This is an optimization exercise on Yosys and OpenROAD, whose aim is small area, a short achievable clock period and few clock cycles per item, not a production implementation.
At most, simulation tests tie the RTL to the original design; equivalence was not proved.
Power figures rest on the tool's default switching activity, not on a simulated workload.

// huffmandecode
module huffmandecode(
clk,
huffrst,
code,
hufftable,
symaddr,
symdata,
huffdata,
hufflength,
hufffinish
    );
input clk,huffrst;
input[15:0] code;
input[8*16-1:0] hufftable;
output reg[7:0] symaddr;    
input[7:0] symdata;         
output reg[7:0] huffdata;
output [7:0] hufflength;
output reg hufffinish;
reg [7:0] g;         
reg [7:0] ca;        
reg [1:0] w;         
reg [3:0] n;         
reg       h;         
reg       one;       
reg       short;     
reg       fix;       
reg [4:0] hl;        
assign hufflength = {3'b000, hl};
wire [7:0] c1   = hufftable[7:0];
wire [7:0] c2   = hufftable[15:8];
wire       b1   = code[15];
wire       b2   = code[14];
wire       hit1 = (c1[7:1] != 7'd0) | (c1[0] & ~b1);
wire       g1   = b1 & ~c1[0];                            
wire       hit2 = (c2[7:2] != 6'd0) | (c2[1:0] > {g1, b2});
wire       big  = (c1[7:1] != 7'd0) | (c2[7:2] != 6'd0);
  ...
clock: 11.0 ns
lec_check: 0
cap_margin: 20
core_margin: 2
core_utilization: 40
slew_margin: 20
tns_end_percent: 5
standard.sh (not shown) runs the stock make flow with config.mk's settings and CLKGATE_MAP_FILE= SYNTH_SCRIPT=/design/flow/synth_recipe.tcl, a recipe that flattens the netlist after the stock synthesis.
==> flow/flow/run.sh <==
#!/bin/bash
# Standard layout, with plain buffers on the ports and repair_timing aiming
# below the clock period (setup margin).
set -euo pipefail
export BUFFER_PORTS_ARGS="-buffer_cell sky130_fd_sc_hd__buf_1"
export SETUP_SLACK_MARGIN=8.2
bash standard.sh > standard.log 2>&1
The starting point finished clean.
Testbench counts at the start, summed over its fixed seeds: cycles 9,412, items 2,048.
Edit:
--- a/flow/flow/run.sh
+++ b/flow/flow/run.sh
@@ -4,4 +4,4 @@
 set -euo pipefail
 export BUFFER_PORTS_ARGS="-buffer_cell sky130_fd_sc_hd__buf_1"
-export SETUP_SLACK_MARGIN=8.2
+export SETUP_SLACK_MARGIN=7.7
 bash standard.sh > standard.log 2>&1
--- a/flow/config.mk
+++ b/flow/config.mk
@@ -6,4 +6,5 @@
 export NUM_CORES = 8
 export LEC_CHECK = 0
+export ABC_AREA = 1
 export CAP_MARGIN = 20
 export CORE_MARGIN = 2
Effect: Clock skew came out higher by 0.016 ns. Final area hardly moves. Total power is lower by 7.0%. Die area climbs by 4.5%. Final cell count rose by 30%. Via count is higher by 24%. Routed wire length grows by 11%. Setup slack loses 0.022 ns. Maximum frequency went down by 0.67%.
Edit:
--- a/flow/flow/run.sh
+++ b/flow/flow/run.sh
@@ -4,4 +4,4 @@
 set -euo pipefail
 export BUFFER_PORTS_ARGS="-buffer_cell sky130_fd_sc_hd__buf_1"
-export SETUP_SLACK_MARGIN=7.7
+export SETUP_SLACK_MARGIN=7.8
 bash standard.sh > standard.log 2>&1
--- a/flow/config.mk
+++ b/flow/config.mk
@@ -6,8 +6,8 @@
 export NUM_CORES = 8
 export LEC_CHECK = 0
-export ABC_AREA = 1
 export CAP_MARGIN = 20
 export CORE_MARGIN = 2
-export CORE_UTILIZATION = 40
+export CORE_UTILIZATION = 60
+export PLACE_DENSITY = 0.8
 export SLEW_MARGIN = 20
 export TNS_END_PERCENT = 5
Outcome: Die area is lower by 35%; setup slack gets worse by 0.010 ns; wire length is lower by about 10%.
Edit:
--- a/flow/config.mk
+++ b/flow/config.mk
@@ -8,5 +8,5 @@
 export CAP_MARGIN = 20
 export CORE_MARGIN = 2
-export CORE_UTILIZATION = 60
+export CORE_UTILIZATION = 40
 export PLACE_DENSITY = 0.8
 export SLEW_MARGIN = 20
The new run ran to the end with no violations.
Wire length decreases by 6.5%.
Final cell count increases by 6.2%.
Worst hold slack improved by 0.015 ns.
Non-clock buffer count increases by 4.
Sequential cell count does not change.
Total power decreases by 2.8%.
Via count decreases by 0.64%.
Edit:
--- a/flow/flow/run.sh
+++ b/flow/flow/run.sh
@@ -4,4 +4,4 @@
 set -euo pipefail
 export BUFFER_PORTS_ARGS="-buffer_cell sky130_fd_sc_hd__buf_1"
-export SETUP_SLACK_MARGIN=7.8
+export SETUP_SLACK_MARGIN=8.0
 bash standard.sh > standard.log 2>&1
--- a/flow/config.mk
+++ b/flow/config.mk
@@ -6,8 +6,8 @@
 export NUM_CORES = 8
 export LEC_CHECK = 0
+export ABC_AREA = 1
 export CAP_MARGIN = 20
 export CORE_MARGIN = 2
 export CORE_UTILIZATION = 40
-export PLACE_DENSITY = 0.8
 export SLEW_MARGIN = 20
-export TNS_END_PERCENT = 5
+export TNS_END_PERCENT = 20
What happened: The new run completed with no timing, DRC or antenna violations. Design area goes up by about 7%. Sequential cell count stays the same. Die area increases by 4.5%.


huffmandecode, a different RTL version from the one above (not shown whole).
For scale: ~410 cells after synthesis, ~55 flip-flops, roughly 180 I/O pins, ~4100 um2 of cells after synthesis.
Design huffmandecode, start of the top module:
module huffmandecode(
clk,
huffrst,
code,
hufftable,
symaddr,
symdata,
huffdata,
hufflength,
hufffinish
    );
Settings: LEC_CHECK=0, CAP_MARGIN=20, CORE_MARGIN=2, CORE_UTILIZATION=40, SLEW_MARGIN=20, TNS_END_PERCENT=5; clock period 11.0 ns.
==> flow/flow/run.sh <==
#!/bin/bash
# Standard layout, with plain buffers on the ports and repair_timing aiming
# below the clock period (setup margin).
set -euo pipefail
export BUFFER_PORTS_ARGS="-buffer_cell sky130_fd_sc_hd__buf_1"
export SETUP_SLACK_MARGIN=8.0
bash standard.sh > standard.log 2>&1
The starting point finished clean.
==> next run, changes <==
--- a/flow/flow/run.sh
+++ b/flow/flow/run.sh
@@ -6 +6 @@
-export SETUP_SLACK_MARGIN=8.0
+export SETUP_SLACK_MARGIN=7.8
Area after synthesis stays the same.
Power hardly moves.
Core utilization decreases by 0.18 points.
Count of clock-buffer cells in the layout is unchanged.
Global-route usage is unchanged.
Worst hold slack is about the same.
Combinational power stays flat.
Routed wire length barely changes.
No functional check of the RTL was part of any run of this note.


Another version of the RTL of huffmandecode (not shown whole).
For scale: about 390 cells after synthesis, roughly 48 flip-flops, roughly 0.0034 sq mm of cells after synthesis.
==> flow/config.mk <==
export PLATFORM = sky130hd
export DESIGN_NAME = huffmandecode
export DESIGN_NICKNAME = huffmandecode
export VERILOG_FILES = /design/flow/design.v
export SDC_FILE = /design/flow/constraint.sdc
export NUM_CORES = 8
export LEC_CHECK = 0
export CAP_MARGIN = 20
export CORE_MARGIN = 2
export CORE_UTILIZATION = 40
export SLEW_MARGIN = 20
export TNS_END_PERCENT = 5
==> flow/constraint.sdc <==
create_clock -name core_clock -period 11.0 [get_ports {clk}]
set_input_delay 2.2000 -clock core_clock [delete_from_list [all_inputs] [get_ports {clk}]]
set_output_delay 2.2000 -clock core_clock [all_outputs]
set_load 0.01 [all_outputs]
==> flow/flow/run.sh <==
#!/bin/bash
# The standard layout (standard.sh) with three changes: synthesis maps with
# ABC on flow/abc.script (flow/synth.tcl), the ports get plain buf_1 buffers,
# and repair_timing aims below the clock period (setup margin).
set -euo pipefail
W=$(pwd)
export BUFFER_PORTS_ARGS="-buffer_cell sky130_fd_sc_hd__buf_1"
export SETUP_SLACK_MARGIN=7.9
export FLOW_ABC_SCRIPT=$W/flow/abc.script
sed "s#SYNTH_SCRIPT=[^ ]*#SYNTH_SCRIPT=$W/flow/synth.tcl#" standard.sh > synth_step.sh
bash synth_step.sh synth > synth.log 2>&1
bash standard.sh > standard.log 2>&1
==> flow/flow/abc.script <==
strash
dch -f
amap
strash
dch -f
amap
topo
stime -c
buffer -c
upsize -c
dnsize -c
==> flow/flow/synth.tcl <==
# The standard flow's synthesis script (synth_recipe.tcl), with ABC run on flow/abc.script
# (area-oriented mapping) instead of ORFS's speed or area script.
proc synth {args} { yosys synth -nofsm -noshare {*}$args }
proc abc {args} {
  set i [lsearch -exact $args -script]
  if {$i >= 0} { lset args [expr {$i + 1}] $::env(FLOW_ABC_SCRIPT) }
  yosys abc {*}$args
}
source $::env(SCRIPTS_DIR)/synth.tcl
# left out here: clear keep_hierarchy, flatten, clean up, hide names made inside functions, write 1_2_yosys.v
The baseline went through all stages and came out clean.
Rerun with:
--- a/flow/flow/run.sh
+++ b/flow/flow/run.sh
@@ -8 +8 @@
-export SETUP_SLACK_MARGIN=7.9
+export SETUP_SLACK_MARGIN=7.7
Worst setup slack gets worse by 0.055 ns.
Critical path depth is higher by 1.
Power is higher by a few percent.
Hold slack gets better by 0.021 ns.
Sequential cell count does not change.
Final cell count is lower slightly.
Maximum frequency is lower slightly.
Clock-buffer cell count is lower by 1.
Wire length is lower by a few percent.
Cell area is lower slightly.
No run of this note included a check of the RTL's function; only the layout flow was run.


== run 1 ==
huffmandecode, a different RTL version from the one above (not shown whole).
For scale: ~54 flip-flops.
==> flow/config.mk <==
export PLATFORM = sky130hd
export DESIGN_NAME = huffmandecode
export DESIGN_NICKNAME = huffmandecode
export VERILOG_FILES = /design/flow/design.v
export SDC_FILE = /design/flow/constraint.sdc
export NUM_CORES = 8
export LEC_CHECK = 0
export CAP_MARGIN = 20
export CORE_MARGIN = 2
export CORE_UTILIZATION = 40
export SLEW_MARGIN = 20
export TNS_END_PERCENT = 5
==> flow/constraint.sdc <==
create_clock -name core_clock -period 11.0 [get_ports {clk}]
set_input_delay 2.2000 -clock core_clock [delete_from_list [all_inputs] [get_ports {clk}]]
set_output_delay 2.2000 -clock core_clock [all_outputs]
set_load 0.01 [all_outputs]
==> flow/flow/run.sh <==
#!/bin/bash
# Standard layout, with plain buffers on the ports and repair_timing aiming
# below the clock period (setup margin).
set -euo pipefail
export BUFFER_PORTS_ARGS="-buffer_cell sky130_fd_sc_hd__buf_1"
export SETUP_SLACK_MARGIN=8.0
bash standard.sh > standard.log 2>&1
Testbench counts of run 1, summed over its fixed seeds: cycles 10,437, items 2,048.
### run 1 -> run 2
- TNS_END_PERCENT no longer set, was 5
==> flow/flow/run.sh <==
#!/bin/bash
# Standard layout, with plain buffers on the ports, repair_timing aiming
# below the clock period (setup margin), and no full/half adder cells.
set -euo pipefail
export BUFFER_PORTS_ARGS="-buffer_cell sky130_fd_sc_hd__buf_1"
export SETUP_SLACK_MARGIN=8
DU="sky130_fd_sc_hd__probe_p_8 sky130_fd_sc_hd__probec_p_8 sky130_fd_sc_hd__lpflow_bleeder_1 sky130_fd_sc_hd__lpflow_clkbufkapwr_1 sky130_fd_sc_hd__lpflow_clkbufkapwr_16 sky130_fd_sc_hd__lpflow_clkbufkapwr_2 sky130_fd_sc_hd__lpflow_clkbufkapwr_4 sky130_fd_sc_hd__lpflow_clkbufkapwr_8 sky130_fd_sc_hd__lpflow_clkinvkapwr_1 sky130_fd_sc_hd__lpflow_clkinvkapwr_16 sky130_fd_sc_hd__lpflow_clkinvkapwr_2 sky130_fd_sc_hd__lpflow_clkinvkapwr_4 sky130_fd_sc_hd__lpflow_clkinvkapwr_8 sky130_fd_sc_hd__lpflow_decapkapwr_12 sky130_fd_sc_hd__lpflow_decapkapwr_3 sky130_fd_sc_hd__lpflow_decapkapwr_4 sky130_fd_sc_hd__lpflow_decapkapwr_6 sky130_fd_sc_hd__lpflow_decapkapwr_8 sky130_fd_sc_hd__lpflow_inputiso0n_1 sky130_fd_sc_hd__lpflow_inputiso0p_1 sky130_fd_sc_hd__lpflow_inputiso1n_1 sky130_fd_sc_hd__lpflow_inputiso1p_1 sky130_fd_sc_hd__lpflow_inputisolatch_1 sky130_fd_sc_hd__lpflow_isobufsrc_1 sky130_fd_sc_hd__lpflow_isobufsrc_16 sky130_fd_sc_hd__lpflow_isobufsrc_2 sky130_fd_sc_hd__lpflow_isobufsrc_4 sky130_fd_sc_hd__lpflow_isobufsrc_8 sky130_fd_sc_hd__lpflow_isobufsrckapwr_16 sky130_fd_sc_hd__lpflow_lsbuf_lh_hl_isowell_tap_1 sky130_fd_sc_hd__lpflow_lsbuf_lh_hl_isowell_tap_2 sky130_fd_sc_hd__lpflow_lsbuf_lh_hl_isowell_tap_4 sky130_fd_sc_hd__lpflow_lsbuf_lh_isowell_4 sky130_fd_sc_hd__lpflow_lsbuf_lh_isowell_tap_1 sky130_fd_sc_hd__lpflow_lsbuf_lh_isowell_tap_2 sky130_fd_sc_hd__lpflow_lsbuf_lh_isowell_tap_4 sky130_fd_sc_hd__fill_1 sky130_fd_sc_hd__fill_2 sky130_fd_sc_hd__fill_4 sky130_fd_sc_hd__fill_8  sky130_fd_sc_hd__fa_1 sky130_fd_sc_hd__fa_2 sky130_fd_sc_hd__fa_4 sky130_fd_sc_hd__ha_1 sky130_fd_sc_hd__ha_2 sky130_fd_sc_hd__ha_4 sky130_fd_sc_hd__fah_1 sky130_fd_sc_hd__fahcin_1 sky130_fd_sc_hd__fahcon_1"
bash standard.sh "DONT_USE_CELLS=$DU" finish > standard.log 2>&1
Findings:
- Diff run 1 and run 2: synthesized area lower in run 2
- [run 2] via density per instance rose about 3.5% relative to run 1
- Compared with run 1, run 2 improves final hold slack.
[inputs] run 3 vs run 2
==> flow/flow/run.sh <==
#!/bin/bash
# Standard layout, with plain buffers on the ports and repair_timing aiming
# below the clock period (setup margin).
set -euo pipefail
export BUFFER_PORTS_ARGS="-buffer_cell sky130_fd_sc_hd__buf_1"
export SETUP_SLACK_MARGIN=8
bash standard.sh > standard.log 2>&1
## What came out
Run 3 finished every stage and its layout cleared the timing, DRC and antenna checks. Summary of run 3 over run 2: clock network fraction of design power saw a decrease, post-layout total power rose by 21%, critical path buffer and inverter count ~0 delta, met3 global-route usage shows a reduction of 0.93 points. In the reports for run 2 and run 3, the smaller register share of the cell area belongs to run 3. In run 3 relative to run 2, achievable frequency had gone up by a few percent. Of run 2 and run 3, the higher global-route usage belongs to run 2. On count of multi-input combinational gates, the higher figure sits with run 2, not run 3.
Changes in run 4 relative to run 3:
- TNS_END_PERCENT newly set to 20
diff --git a/flow/flow/run.sh b/flow/flow/run.sh
--- a/flow/flow/run.sh
+++ b/flow/flow/run.sh
@@ -4,4 +4,4 @@
 set -euo pipefail
 export BUFFER_PORTS_ARGS="-buffer_cell sky130_fd_sc_hd__buf_1"
-export SETUP_SLACK_MARGIN=8
+export SETUP_SLACK_MARGIN=8.0
 bash standard.sh > standard.log 2>&1
==> comparison <==
- Share of power burned in registers in run 4 vs run 3: up 0.5 points
- Vias per cell: run 4 higher than run 3
- Sequential share of cell area (higher): run 4
- Relative to run 3, the fmax measured on run 4 has decreased slightly.
- Number of placed instances, taps included of run 4 is on par with run 3.
- Across both runs, number of gates resized after cts was higher for run 4 than for run 3.
- Any difference in final cell count between run 4 and run 3 is small enough to ignore.
- The share of the clock period used by the worst path on run 3 is in line with that on run 4.
- Run 4 vs. run 3: static power due to leakage shrank by 0.095 nW; clock network fraction of total power -3.0 points; worst supply voltage drop on vdd -3.3%.


RTL: one of the versions met above, not the one the previous note started from.
Size in the first run: roughly 48 flip-flops, about 180 I/O pins, about 0.0036 sq mm of cells after synthesis.
Settings: LEC_CHECK=0, CAP_MARGIN=20, CORE_MARGIN=2, CORE_UTILIZATION=40, CTS_CLUSTER_DIAMETER=200, CTS_CLUSTER_SIZE=40, SLEW_MARGIN=20, TNS_END_PERCENT=5; clock period 11.0 ns.
==> flow/flow/run.sh <==
#!/bin/bash
# Standard layout, with plain buffers on the ports and repair_timing aiming
# below the clock period (setup margin).
set -euo pipefail
export BUFFER_PORTS_ARGS="-buffer_cell sky130_fd_sc_hd__buf_1"
export SETUP_SLACK_MARGIN=7.8
bash standard.sh > standard.log 2>&1
The first run produced a clean layout.
Testbench counts at the start, summed over its fixed seeds: cycles 9,412, items 2,048.
==> next run, changes <==
--- a/flow/flow/run.sh
+++ b/flow/flow/run.sh
@@ -4,4 +4,4 @@
 set -euo pipefail
 export BUFFER_PORTS_ARGS="-buffer_cell sky130_fd_sc_hd__buf_1"
-export SETUP_SLACK_MARGIN=7.8
+export SETUP_SLACK_MARGIN=7.5
 bash standard.sh > standard.log 2>&1
ABC_AREA = 1   (was not set)
CTS_CLUSTER_DIAMETER = not set   (was 200)
CTS_CLUSTER_SIZE = not set   (was 40)
Outcome:
- The new run passed the timing, DRC and antenna checks
- synthesized cell count came out higher by 55%
- clock power came out lower by 23%
- first-iteration DRC count fell by 27%
==> next run, changes <==
--- a/flow/flow/run.sh
+++ b/flow/flow/run.sh
@@ -4,4 +4,4 @@
 set -euo pipefail
 export BUFFER_PORTS_ARGS="-buffer_cell sky130_fd_sc_hd__buf_1"
-export SETUP_SLACK_MARGIN=7.5
+export SETUP_SLACK_MARGIN=7.8
 bash standard.sh > standard.log 2>&1
ABC_AREA = not set   (was 1)
Result: Utilization went up by 2.6 points; area after synthesis went down by a few percent; via count went down by about a fifth; total power went up by a few percent; setup slack is better by 0.040 ns.
==> next run, changes <==
--- a/flow/flow/run.sh
+++ b/flow/flow/run.sh
@@ -4,4 +4,4 @@
 set -euo pipefail
 export BUFFER_PORTS_ARGS="-buffer_cell sky130_fd_sc_hd__buf_1"
-export SETUP_SLACK_MARGIN=7.8
+export SETUP_SLACK_MARGIN=7.9
 bash standard.sh > standard.log 2>&1
ABC_AREA = 1   (was not set)
What happened:
- worst setup slack gets better by 0.17 ns
- area after synthesis climbs by 4.7%
- non-clock buffer count drops by 3
- sequential cell count does not change
- die area climbs by 4.5%
- worst hold slack hardly moves
- clock power climbs by 32%
- final area climbs by 2.7%
- core utilization drops by 1.4 points
- synthesized cell count climbs by 55%
- final cell count climbs by 30%
==> next run, changes <==
--- a/flow/flow/run.sh
+++ b/flow/flow/run.sh
@@ -4,4 +4,4 @@
 set -euo pipefail
 export BUFFER_PORTS_ARGS="-buffer_cell sky130_fd_sc_hd__buf_1"
-export SETUP_SLACK_MARGIN=7.9
+export SETUP_SLACK_MARGIN=8.0
 bash standard.sh > standard.log 2>&1
ABC_AREA = not set   (was 1)
Worst setup slack gets worse by 0.14 ns.
Global-route usage falls by 1.1 points.
Sequential power stays flat.

-- re-timing with driven ports --
Ports are ideal in the flow. The routed layouts listed here were re-timed in OpenROAD. Step 1 sets driving cells, clkbuf_16 on the clock port and buf_2 on the other inputs (assumed; they add their load-dependent delay and slew). Step 2 moves the port delays by t, midway between the first and last clock arrival at a register: inputs arrive t later, outputs are due t later. That takes back most of the time a late clock gives input paths. a / b / c = ideal / step 1 / step 2; a / b = the first two.
| run | t (ns) | slack for setup (ns) | hold slack, ns | worst setup path after step 2 |
|---|---|---|---|---|
| the first run of note 1 | 0.336 | 7.793 / 7.798 / 7.462 | 0.485 / 0.485 / 0.485 | input to register |
| the second run of note 1 | 0.328 | 7.771 / 7.769 / 7.441 | 0.452 / 0.452 / 0.452 | input to register |
| the third run of note 1 | 0.330 | 7.761 / 7.763 / 7.433 | 0.476 / 0.476 / 0.476 | input to register |
| the fourth run of note 1 | 0.333 | 7.767 / 7.764 / 7.431 | 0.491 / 0.491 / 0.491 | input to register |
| the fifth run of note 1 | 0.327 | 7.969 / 7.937 / 7.690 | 0.463 / 0.463 / 0.463 | input to register |
| the first run of note 2 | 0.343 | 7.593 / 7.556 / 7.213 | 0.525 / 0.525 / 0.525 | input to register |
| the second run of note 2 | 0.343 | 7.592 / 7.556 / 7.213 | 0.524 / 0.524 / 0.524 | input to register |
| the first run of note 3 | 0.335 | 7.828 / 7.840 / 7.505 | 0.513 / 0.513 / 0.513 | input to register |
| the second run of note 3 | 0.336 | 7.774 / 7.782 / 7.446 | 0.534 / 0.534 / 0.534 | input to register |
| run 1 | 0.338 | 7.834 / 7.845 / 7.507 | 0.469 / 0.469 / 0.469 | input to register |
| run 2 | 0.336 | 7.764 / 7.766 / 7.430 | 0.500 / 0.500 / 0.500 | input to register |
| run 3 | 0.336 | 7.868 / 7.873 / 7.537 | 0.465 / 0.465 / 0.465 | input to register |
| run 4 | 0.340 | 7.852 / 7.861 / 7.521 | 0.557 / 0.557 / 0.557 | input to register |
| the first run of note 5 | 0.335 | 7.760 / 7.761 / 7.427 | 0.487 / 0.487 / 0.487 | input to register |
| the second run of note 5 | 0.327 | 7.720 / 7.726 / 7.399 | 0.451 / 0.451 / 0.451 | input to register |
| the third run of note 5 | 0.335 | 7.760 / 7.761 / 7.427 | 0.487 / 0.487 / 0.487 | input to register |
| the fourth run of note 5 | 0.332 | 7.934 / 7.903 / 7.675 | 0.484 / 0.484 / 0.484 | input to register |
| the fifth run of note 5 | 0.336 | 7.793 / 7.798 / 7.462 | 0.485 / 0.485 / 0.485 | input to register |
After both steps every run listed still meets setup and hold. The setup slack of the first run of note 2, which loses most, moves by -0.037 ns with the drivers and by -0.380 ns with both steps.
